Source: an optimization exercise on an open RTL-to-GDS flow (aim: small area and a short achievable clock period). Production flows keep margins and buffers that such runs may drop.
RTL that was checked went through simulation tests only; none was proved equivalent to the original.
The clock input has no modelled driver; a real chip could not lean on it and would need a root buffer or a full tree.
Power figures rest on the tool's default switching activity, not on a simulated workload.

==> flow/design.v <==
module stopwatch_01(clk,rst,key_reset,key_start_pasue,key_display_stop,hex0,hex1,hex2,hex3,hex4,hex5,hex6,hex7,led0,led1,led2,led3);
	input		clk,rst,key_reset,key_start_pasue,key_display_stop;
	output [6:0]	hex0,hex1,hex2,hex3,hex4,hex5,hex6,hex7;
	output	led0,led1,led2,led3;
	assign	led3 = 1'b0;
	reg	[1:0]	pre;
	wire	tick = pre[1];
	reg	[5:0]	hold_s, hold_d, hold_r;
	reg	start, freeze, cleared;
	reg	[3:0]	t0, t1, t2, t4, t6, t7;
	reg	[2:0]	t3, t5;
	reg	[3:0]	s0, s1, s2, s4, s6, s7;
	reg	[2:0]	s3, s5;
	wire	at50_s = hold_s[5] & hold_s[4] & hold_s[1];
	wire	at50_d = hold_d[5] & hold_d[4] & hold_d[1];
	wire	at50_r = hold_r[5] & hold_r[4] & hold_r[1];
	wire	push_s = tick & ~key_start_pasue;
	wire	push_d = tick & ~key_display_stop;
	wire	push_r = tick & ~key_reset;
	wire	fire_s = push_s & at50_s;
	wire	fire_d = push_d & at50_d;
	wire	fire_r = push_r & at50_r;
	wire	start_n  = start ^ fire_s;
	wire	freeze_n = freeze ^ fire_d;
	wire	clr = rst | fire_r;
	function [3:0] step10;
		input [3:0] d;
		step10 = {(~d[0]), (~d[1] & ~d[0]) | (d[3] & d[2] & d[0]), (~d[2] & d[0]) | (d[3] & ~d[1]) | (d[3] & d[2]), ~((d[2] & ~d[0]) | (~d[3]))};
	endfunction
	function [2:0] step6;
		input [2:0] d;
		step6 = {(d[0]), (~d[2] & ~d[1]) | (d[2] & d[0]), (~d[1])};
	endfunction
	function [3:0] step16;
		input [3:0] d;
		step16 = {(d[3] & ~d[2] & ~d[0]) | (~d[3] & d[0]) | (~d[2] & d[1]), (~d[3] & d[2] & d[1]) | (d[3] & ~d[2]) | (d[3] & ~d[1]), (d[1] & d[0]) | (~d[3] & d[2] & d[1]) | (d[2] & d[0]) | (~d[3] & ~d[2] & ~d[1] & ~d[0]), (~d[3] & d[1]) | (d[2] & d[1] & d[0]) | (~d[3] & d[2] & ~d[0]) | (d[3] & ~d[2] & ~d[1])};
	endfunction
	wire	n0 = (~t0[3] & t0[2]);
	wire	n1 = (~t1[3] & t1[2]);
	wire	n2 = (~t2[3] & t2[2]);
	wire	n3 = (t3[1] & ~t3[0]);
	wire	n4 = (~t4[3] & t4[2]);
	wire	n5 = (t5[1] & ~t5[0]);
	wire	n6 = (~t6[3] & t6[2]);
	wire	p1 = n0;
	wire	p2 = p1 & n1;
	wire	p3 = p2 & n2;
	wire	p4 = p3 & n3;
	wire	p5 = p4 & n4;
	wire	p6 = p5 & n5;
	wire	p7 = p6 & n6;
	wire	run = tick & start_n;
	wire	c0 = run;
	wire	c1 = run & p1;
	wire	c2 = run & p2;
	wire	c3 = run & p3;
	wire	c4 = run & p4;
	wire	c5 = run & p5;
	wire	c6 = run & p6;
	wire	c7 = run & p7;
	wire	[3:0]	t0_r = c0 ? step10(t0) : t0;
	wire	[3:0]	t1_r = c1 ? step10(t1) : t1;
	wire	[3:0]	t2_r = c2 ? step10(t2) : t2;
	wire	[2:0]	t3_r = c3 ? step6(t3) : t3;
	wire	[3:0]	t4_r = c4 ? step10(t4) : t4;
	wire	[2:0]	t5_r = c5 ? step6(t5) : t5;
	wire	[3:0]	t6_r = c6 ? step10(t6) : t6;
	wire	[3:0]	t7_r = c7 ? step16(t7) : t7;
	wire	[29:0]	t_r = {t7_r, t6_r, t5_r, t4_r, t3_r, t2_r, t1_r, t0_r};
	wire	[29:0]	s_k;
	hold_mux	#(30)	u_hold({s7, s6, s5, s4, s3, s2, s1, s0}, t_r, freeze_n, s_k);
	wire	[29:0]	s_n = s_k & {30{~clr}};
	wire	[29:0]	t_n = t_r & {30{~clr}};
	always @(posedge clk) begin
		pre[0] <= ~rst & ~pre[0] & ~pre[1];
		pre[1] <= ~rst & pre[0];
		hold_s <= rst ? 6'd0 : push_s ? (at50_s ? 6'd0 : hold_s + 6'd1) : hold_s;
		hold_d <= rst ? 6'd0 : push_d ? (at50_d ? 6'd0 : hold_d + 6'd1) : hold_d;
		hold_r <= rst ? 6'd0 : push_r ? (at50_r ? 6'd0 : hold_r + 6'd1) : hold_r;
		start   <= ~rst & start_n;
		freeze  <= ~rst & freeze_n;
		cleared <= ~rst & (cleared | fire_r);
		{t7, t6, t5, t4, t3, t2, t1, t0} <= t_n;
		{s7, s6, s5, s4, s3, s2, s1, s0} <= s_n;
	end
	assign	led0 = start;
	assign	led1 = cleared;
	assign	led2 = freeze;
	dec10	u0(s0, hex0);
	dec10	u1(s1, hex1);
	dec10	u2(s2, hex2);
	dec6	u3(s3, hex3);
	dec10	u4(s4, hex4);
	dec6	u5(s5, hex5);
	dec10	u6(s6, hex6);
	dec16	u7(s7, hex7);
endmodule
module hold_mux(a, b, sel, y);
	parameter	W = 1;
	input	[W-1:0]	a, b;
	input		sel;
	output	[W-1:0]	y;
	assign	y = sel ? a : b;
endmodule
module dec10(d, seg);
	input	[3:0]	d;
	output	[6:0]	seg;
	assign	seg[0] = ~((~d[2] & ~d[0]) | (d[1]));
	assign	seg[1] = (~d[3] & ~d[2] & d[1]);
	assign	seg[2] = (d[2] & d[1] & ~d[0]);
	assign	seg[3] = (d[3] & ~d[1]);
	assign	seg[4] = ~((d[3] & d[2] & d[1]) | (~d[3] & ~d[0]));
	assign	seg[5] = (d[3] & ~d[0]);
	assign	seg[6] = (~d[1] & ~d[0]);
endmodule
module dec6(d, seg);
	input	[2:0]	d;
	output	[6:0]	seg;
	assign	seg[0] = (d[1] & d[0]);
	assign	seg[1] = (d[1] & ~d[0]);
	assign	seg[2] = (d[2] & ~d[1]);
	assign	seg[3] = (d[1] & d[0]);
	assign	seg[4] = ~((~d[1] & ~d[0]));
	assign	seg[5] = (~d[2] & d[0]) | (d[2] & ~d[1]);
	assign	seg[6] = ~((~d[1] & d[0]) | (d[2]));
endmodule
module dec16(d, seg);
	input	[3:0]	d;
	output	[6:0]	seg;
	assign	seg[0] = (d[1]);
	assign	seg[1] = (d[1] & d[0]) | (d[2] & ~d[0]);
	assign	seg[2] = ~((d[2] & ~d[1]) | (~d[2] & ~d[0]) | (~d[3] & ~d[1]));
	assign	seg[3] = (~d[3] & ~d[2] & d[0]) | (d[1]);
	assign	seg[4] = (~d[3] & d[0]) | (d[1]) | (d[3] & d[2]);
	assign	seg[5] = ~((~d[1] & ~d[0]) | (d[3] & ~d[2] & ~d[0]) | (d[3] & d[2] & ~d[1]));
	assign	seg[6] = (d[1] & d[0]) | (~d[3] & ~d[2]) | (d[2] & d[1]);
endmodule
clock: 5.0 ns
lec_check: 0
abc_area: 1
cap_margin: 20
core_margin: 2
core_utilization: 50
setup_slack_margin: 3.0
slew_margin: 20
synth_hierarchical: 1
buffer_ports_args: -buffer_cell sky130_fd_sc_hd__buf_1
pre_cts_tcl: /design/flow/flow/cts_pre.tcl
standard.sh (not shown) runs the stock make flow with config.mk's settings and CLKGATE_MAP_FILE= SYNTH_SCRIPT=/design/flow/synth_recipe.tcl, a recipe that flattens the netlist after the stock synthesis.
==> flow/flow/run.sh <==
#!/bin/bash
# The standard ORFS layout with two changes:
#  - port buffers are buf_1 cells (BUFFER_PORTS_ARGS),
#  - the clock is buffered by flow/cts_pre.tcl (four clkbuf_16 from the clock
#    port) in place of TritonCTS.
# The make output of the whole flow goes to flow_make.log here; ORFS keeps each
# step's own log under orfs/logs.
set -euo pipefail
here=$(pwd)
cat >> config.mk <<MK
export BUFFER_PORTS_ARGS = -buffer_cell sky130_fd_sc_hd__buf_1
export PRE_CTS_TCL = $here/flow/cts_pre.tcl
MK
bash standard.sh > flow_make.log 2>&1
Other scripts of this flow, unchanged in this note and not shown: flow/flow/clkbuf.tcl, flow/flow/cts_pre.tcl
Rerun with:
--- a/flow/design.v
+++ b/flow/design.v
@@ -18,12 +18,13 @@
 	wire	push_d = tick & ~key_display_stop;
 	wire	push_r = tick & ~key_reset;
 	wire	fire_s = push_s & at50_s;
 	wire	fire_d = push_d & at50_d;
 	wire	fire_r = push_r & at50_r;
-	wire	start_n  = start ^ fire_s;
-	wire	freeze_n = freeze ^ fire_d;
+	wire	start_n, freeze_n;
+	key_mux	u_ks(key_start_pasue, start, start ^ (tick & at50_s), start_n);
+	key_mux	u_kd(key_display_stop, freeze, freeze ^ (tick & at50_d), freeze_n);
 	wire	clr = rst | fire_r;
 	function [3:0] step10;
 		input [3:0] d;
 		step10 = {(~d[0]), (~d[1] & ~d[0]) | (d[3] & d[2] & d[0]), (~d[2] & d[0]) | (d[3] & ~d[1]) | (d[3] & d[2]), ~((d[2] & ~d[0]) | (~d[3]))};
 	endfunction
@@ -47,32 +48,34 @@
 	wire	p3 = p2 & n2;
 	wire	p4 = p3 & n3;
 	wire	p5 = p4 & n4;
 	wire	p6 = p5 & n5;
 	wire	p7 = p6 & n6;
-	wire	run = tick & start_n;
-	wire	c0 = run;
-	wire	c1 = run & p1;
-	wire	c2 = run & p2;
-	wire	c3 = run & p3;
-	wire	c4 = run & p4;
-	wire	c5 = run & p5;
-	wire	c6 = run & p6;
-	wire	c7 = run & p7;
+	wire	run;
+	key_mux	u_run(key_start_pasue, tick & start, tick & (start ^ at50_s), run);
+	wire	[7:0]	c;
+	carry_gate	u_carry(run, {p7, p6, p5, p4, p3, p2, p1, 1'b1}, c);
+	wire	c0 = c[0];
+	wire	c1 = c[1];
+	wire	c2 = c[2];
+	wire	c3 = c[3];
+	wire	c4 = c[4];
+	wire	c5 = c[5];
+	wire	c6 = c[6];
+	wire	c7 = c[7];
 	wire	[3:0]	t0_r = c0 ? step10(t0) : t0;
 	wire	[3:0]	t1_r = c1 ? step10(t1) : t1;
 	wire	[3:0]	t2_r = c2 ? step10(t2) : t2;
 	wire	[2:0]	t3_r = c3 ? step6(t3) : t3;
 	wire	[3:0]	t4_r = c4 ? step10(t4) : t4;
 	wire	[2:0]	t5_r = c5 ? step6(t5) : t5;
 	wire	[3:0]	t6_r = c6 ? step10(t6) : t6;
 	wire	[3:0]	t7_r = c7 ? step16(t7) : t7;
-	wire	[29:0]	t_r = {t7_r, t6_r, t5_r, t4_r, t3_r, t2_r, t1_r, t0_r};
-	wire	[29:0]	s_k;
-	hold_mux	#(30)	u_hold({s7, s6, s5, s4, s3, s2, s1, s0}, t_r, freeze_n, s_k);
-	wire	[29:0]	s_n = s_k & {30{~clr}};
-	wire	[29:0]	t_n = t_r & {30{~clr}};
+	wire	[29:0]	t_n = {t7_r, t6_r, t5_r, t4_r, t3_r, t2_r, t1_r, t0_r} & {30{~clr}};
+	wire	load = clr | ~freeze_n;
+	wire	[29:0]	s_n;
+	hold_mux	#(30)	u_hold(t_n, {s7, s6, s5, s4, s3, s2, s1, s0}, load, s_n);
 	always @(posedge clk) begin
 		pre[0] <= ~rst & ~pre[0] & ~pre[1];
 		pre[1] <= ~rst & pre[0];
 		hold_s <= rst ? 6'd0 : push_s ? (at50_s ? 6'd0 : hold_s + 6'd1) : hold_s;
 		hold_d <= rst ? 6'd0 : push_d ? (at50_d ? 6'd0 : hold_d + 6'd1) : hold_d;
@@ -92,10 +95,21 @@
 	dec6	u3(s3, hex3);
 	dec10	u4(s4, hex4);
 	dec6	u5(s5, hex5);
 	dec10	u6(s6, hex6);
 	dec16	u7(s7, hex7);
+endmodule
+module key_mux(k, released, pressed, y);
+	input	k, released, pressed;
+	output	y;
+	assign	y = k ? released : pressed;
+endmodule
+module carry_gate(run, p, c);
+	input		run;
+	input	[7:0]	p;
+	output	[7:0]	c;
+	assign	c = p & {8{run}};
 endmodule
 module hold_mux(a, b, sel, y);
 	parameter	W = 1;
 	input	[W-1:0]	a, b;
 	input		sel;
Result:
- The changed run produced a clean layout
- global-route usage fell by 3.3 points
- die area shrinks by 7.6%
- register-to-register slack improves by 90 ps
- final cell count drops by 13%
- utilization drops by 6.1 points
- first-iteration DRC count fell by 30%
- setup slack improves by 260 ps
- critical path depth shrinks by 2
- synthesized area came out lower by 7.9%
- power went down by 1.2%
- synthesized cell count shrinks by 12%
- design area drops by 16%
Only the layout flow was run in the first run of this note; the RTL was not checked for function there. No run of this note takes its clock network from TritonCTS; it comes from the design's own scripts or RTL.

* * *

== job 3473 ==
stopwatch_01, a different RTL version from the one above (not shown whole).
Size: about 570 cells after synthesis, roughly 83 flip-flops, roughly 3700 sq um of cells after synthesis.
==> module stopwatch_01, before the edit <==
module stopwatch_01(clk,rst,key_reset,key_start_pasue,key_display_stop,hex0,hex1,hex2,hex3,hex4,hex5,hex6,hex7,led0,led1,led2,led3);
	input		clk,rst,key_reset,key_start_pasue,key_display_stop;
	output [6:0]	hex0,hex1,hex2,hex3,hex4,hex5,hex6,hex7;
	output	led0,led1,led2,led3;
	assign	led3 = 1'b0;
	reg	[1:0]	pre;
	wire	tick = pre[1];
	reg	[5:0]	hold_s, hold_d, hold_r;
	reg	start, freeze, cleared;
	reg	[3:0]	t0, t1, t2, t4, t6, t7;
	reg	[2:0]	t3, t5;
	reg	[3:0]	s0, s1, s2, s4, s6, s7;
	reg	[2:0]	s3, s5;
	wire	at50_s = hold_s[5] & hold_s[2] & hold_s[1] & hold_s[0];
	wire	at50_d = hold_d[5] & hold_d[2] & hold_d[1] & hold_d[0];
	wire	at50_r = hold_r[5] & hold_r[2] & hold_r[1] & hold_r[0];
	wire	push_s = tick & ~key_start_pasue;
	wire	push_d = tick & ~key_display_stop;
	wire	push_r = tick & ~key_reset;
	wire	fire_s = push_s & at50_s;
	wire	fire_d = push_d & at50_d;
	wire	fire_r = push_r & at50_r;
	wire	start_n, freeze_n;
	key_mux	u_ks(key_start_pasue, start, start ^ (tick & at50_s), start_n);
	key_mux	u_kd(key_display_stop, freeze, freeze ^ (tick & at50_d), freeze_n);
	wire	clr = rst | fire_r;
	function [3:0] step10;
		input [3:0] d;
		step10 = {~((~d[3] & d[0]) | (d[1])), (~d[3] & d[2]) | (~d[0]), ~((d[2] & ~d[0]) | (d[1])), (d[3]) | (~d[1] & d[0])};
	endfunction
	function [2:0] step6;
		input [2:0] d;
		step6 = {(d[0]), (~d[2] & ~d[1]) | (d[2] & d[0]), (~d[1])};
	endfunction
	function [3:0] step16;
		input [3:0] d;
		step16 = {(d[3] & ~d[2] & ~d[0]) | (~d[3] & d[0]) | (~d[2] & d[1]), (~d[3] & d[2] & d[1]) | (d[3] & ~d[2]) | (d[3] & ~d[1]), (d[1] & d[0]) | (~d[3] & d[2] & d[1]) | (d[2] & d[0]) | (~d[3] & ~d[2] & ~d[1] & ~d[0]), (~d[3] & d[1]) | (d[2] & d[1] & d[0]) | (~d[3] & d[2] & ~d[0]) | (d[3] & ~d[2] & ~d[1])};
	endfunction
	wire	n0 = (~t0[3] & ~t0[2] & t0[1]);
	wire	n1 = (~t1[3] & ~t1[2] & t1[1]);
	wire	n2 = (~t2[3] & ~t2[2] & t2[1]);
	wire	n3 = (t3[1] & ~t3[0]);
	wire	n4 = (~t4[3] & ~t4[2] & t4[1]);
	wire	n5 = (t5[1] & ~t5[0]);
	wire	n6 = (~t6[3] & ~t6[2] & t6[1]);
	wire	p1 = n0;
	wire	p2 = p1 & n1;
	wire	p3 = p2 & n2;
	wire	p4 = p3 & n3;
	wire	p5 = p4 & n4;
	wire	p6 = p5 & n5;
	wire	p7 = p6 & n6;
	wire	run;
	key_mux	u_run(key_start_pasue, tick & start, tick & (start ^ at50_s), run);
	wire	[7:0]	c;
	carry_gate	u_carry(run, {p7, p6, p5, p4, p3, p2, p1, 1'b1}, c);
	wire	c0 = c[0];
	wire	c1 = c[1];
	wire	c2 = c[2];
	wire	c3 = c[3];
	wire	c4 = c[4];
	wire	c5 = c[5];
	wire	c6 = c[6];
	wire	c7 = c[7];
	wire	[3:0]	t0_r = c0 ? step10(t0) : t0;
	wire	[3:0]	t1_r = c1 ? step10(t1) : t1;
	wire	[3:0]	t2_r = c2 ? step10(t2) : t2;
	wire	[2:0]	t3_r = c3 ? step6(t3) : t3;
	wire	[3:0]	t4_r = c4 ? step10(t4) : t4;
	wire	[2:0]	t5_r = c5 ? step6(t5) : t5;
	wire	[3:0]	t6_r = c6 ? step10(t6) : t6;
	wire	[3:0]	t7_r = c7 ? step16(t7) : t7;
	wire	[29:0]	t_n = {t7_r, t6_r, t5_r, t4_r, t3_r, t2_r, t1_r, t0_r} & {30{~clr}};
	wire	load = clr | ~freeze_n;
	wire	[29:0]	s_n;
	hold_mux	#(30)	u_hold(t_n, {s7, s6, s5, s4, s3, s2, s1, s0}, load, s_n);
	always @(posedge clk) begin
		pre[0] <= ~rst & ~pre[0] & ~pre[1];
		pre[1] <= ~rst & pre[0];
		hold_s <= rst ? 6'd0 : push_s ? (at50_s ? 6'd0 : {hold_s[4:0], ~(hold_s[5] ^ hold_s[0])}) : hold_s;
		hold_d <= rst ? 6'd0 : push_d ? (at50_d ? 6'd0 : {hold_d[4:0], ~(hold_d[5] ^ hold_d[0])}) : hold_d;
		hold_r <= rst ? 6'd0 : push_r ? (at50_r ? 6'd0 : {hold_r[4:0], ~(hold_r[5] ^ hold_r[0])}) : hold_r;
		start   <= ~rst & start_n;
		freeze  <= ~rst & freeze_n;
		cleared <= ~rst & (cleared | fire_r);
		{t7, t6, t5, t4, t3, t2, t1, t0} <= t_n;
		{s7, s6, s5, s4, s3, s2, s1, s0} <= s_n;
	end
	assign	led0 = start;
	assign	led1 = cleared;
	assign	led2 = freeze;
	dec10	u0(s0, hex0);
	dec10	u1(s1, hex1);
	dec10	u2(s2, hex2);
	dec6	u3(s3, hex3);
	dec10	u4(s4, hex4);
	dec6	u5(s5, hex5);
	dec10	u6(s6, hex6);
	dec16	u7(s7, hex7);
endmodule
==> module dec6, before the edit <==
module dec6(d, seg);
	input	[2:0]	d;
	output	[6:0]	seg;
	assign	seg[0] = (d[1] & d[0]);
	assign	seg[1] = (d[1] & ~d[0]);
	assign	seg[2] = (d[2] & ~d[1]);
	assign	seg[3] = (d[1] & d[0]);
	assign	seg[4] = ~((~d[1] & ~d[0]));
	assign	seg[5] = (~d[2] & d[0]) | (d[2] & ~d[1]);
	assign	seg[6] = ~((~d[1] & d[0]) | (d[2]));
endmodule
Settings: LEC_CHECK=0, ABC_AREA=1, CAP_MARGIN=20, CORE_MARGIN=2, CORE_UTILIZATION=50, SETUP_SLACK_MARGIN=2.95, SLEW_MARGIN=20, SYNTH_HIERARCHICAL=1, BUFFER_PORTS_ARGS=-buffer_cell sky130_fd_sc_hd__buf_1, PRE_CTS_TCL=/design/flow/flow/cts_pre.tcl; clock period 5.0 ns.
==> flow/flow/run.sh <==
#!/bin/bash
# The standard ORFS layout with two changes:
#  - port buffers are buf_1 cells (BUFFER_PORTS_ARGS),
#  - the clock is buffered by flow/cts_pre.tcl (three clkbuf_16 from the clock
#    port) in place of TritonCTS.
# The make output of the whole flow goes to flow_make.log here; ORFS keeps each
# step's own log under orfs/logs.
set -euo pipefail
here=$(pwd)
cat >> config.mk <<MK
export BUFFER_PORTS_ARGS = -buffer_cell sky130_fd_sc_hd__buf_1
export PRE_CTS_TCL = $here/flow/cts_pre.tcl
MK
bash standard.sh > flow_make.log 2>&1
Other scripts of this flow, unchanged in this note and not shown: flow/flow/clkbuf.tcl, flow/flow/cts_pre.tcl
Inputs modified between job 3473 and job 5513:
--- a/flow/design.v
+++ b/flow/design.v
@@ -27,13 +27,13 @@
 	function [3:0] step10;
 		input [3:0] d;
 		step10 = {~((~d[3] & d[0]) | (d[1])), (~d[3] & d[2]) | (~d[0]), ~((d[2] & ~d[0]) | (d[1])), (d[3]) | (~d[1] & d[0])};
 	endfunction
 	function [2:0] step6;
 		input [2:0] d;
-		step6 = {(d[0]), (~d[2] & ~d[1]) | (d[2] & d[0]), (~d[1])};
+		step6 = {(d[0]) | (d[2] & ~d[1]), (~d[2] & ~d[1]) | (d[2] & d[0]), (~d[1])};
 	endfunction
 	function [3:0] step16;
 		input [3:0] d;
 		step16 = {(d[3] & ~d[2] & ~d[0]) | (~d[3] & d[0]) | (~d[2] & d[1]), (~d[3] & d[2] & d[1]) | (d[3] & ~d[2]) | (d[3] & ~d[1]), (d[1] & d[0]) | (~d[3] & d[2] & d[1]) | (d[2] & d[0]) | (~d[3] & ~d[2] & ~d[1] & ~d[0]), (~d[3] & d[1]) | (d[2] & d[1] & d[0]) | (~d[3] & d[2] & ~d[0]) | (d[3] & ~d[2] & ~d[1])};
 	endfunction
 	wire	n0 = (~t0[3] & ~t0[2] & t0[1]);
@@ -129,17 +129,17 @@
 endmodule
 module dec6(d, seg);
 	input	[2:0]	d;
 	output	[6:0]	seg;
 	assign	seg[0] = (d[1] & d[0]);
 	assign	seg[1] = (d[1] & ~d[0]);
-	assign	seg[2] = (d[2] & ~d[1]);
+	assign	seg[2] = (d[2] & ~d[1] & ~d[0]);
 	assign	seg[3] = (d[1] & d[0]);
 	assign	seg[4] = ~((~d[1] & ~d[0]));
 	assign	seg[5] = (~d[2] & d[0]) | (d[2] & ~d[1]);
-	assign	seg[6] = ~((~d[1] & d[0]) | (d[2]));
+	assign	seg[6] = (~d[2]);
 endmodule
 module dec16(d, seg);
 	input	[3:0]	d;
 	output	[6:0]	seg;
 	assign	seg[0] = (d[1]);
 	assign	seg[1] = (d[1] & d[0]) | (d[2] & ~d[0]);
## What came out
Job 5513 — depth of the worst register-to-register path 1 higher, job 3473 as reference
In job 5513 the area growth from synthesis to layout turned out 0.61 points lower than in job 3473.
Cmp job 5513 vs job 3473: clock period minus final worst setup slack higher in job 5513
Going from job 3473 to job 5513, the average routed wire per standard cell was found to have gone up by 0.16 microns.
Job 5513 against job 3473: met2 usage went up by 4.4 points, fraction of area in registers +0.43 points.
Lower count of cells resized by post-cts repair among job 5513 and job 3473: job 3473
Job 5513 ended up with a21oi_1 as its highest-delay cell along the critical path; job 3473 ended up with dfxtp_1.
Job 5513 vs job 3473 — total chip power dropped 0.54%.
In every run of this note, the design's own scripts or RTL, not TritonCTS, make the clock network.

## port drivers added, routing unchanged
No port has a modelled driver above. Below, the same layouts with a new extraction and two added sets of constraints. Step 1 sets driving cells, clkbuf_16 on the clock port and buf_2 on the other inputs (assumed; they add their load-dependent delay and slew). Step 2 times the ports against the registers' clock, not the clock port: input delays grow and output delays shrink by t, the midpoint of the rising clock arrivals with the driver on. Three values: ideal, step 1, step 2; two values: the first two.
| run | t, ns | setup WS [ns] | clock arrival spread, ns |
|---|---|---|---|
| the first run of note 1 | 0.228 | 2.744 / 2.777 / 2.550 | 0.009 / 0.009 |
| the second run of note 1 | 0.221 | 3.006 / 3.016 / 2.808 | 0.004 / 0.004 |
| job 3473 | 0.220 | 3.036 / 2.977 / 2.867 | 0.009 / 0.009 |
| job 5513 | 0.223 | 3.022 / 2.993 / 2.843 | 0.009 / 0.009 |
After both steps every run listed still meets setup and hold. The setup slack of the second run of note 1, which loses most, moves by +0.010 ns with the drivers and by -0.198 ns with both steps.
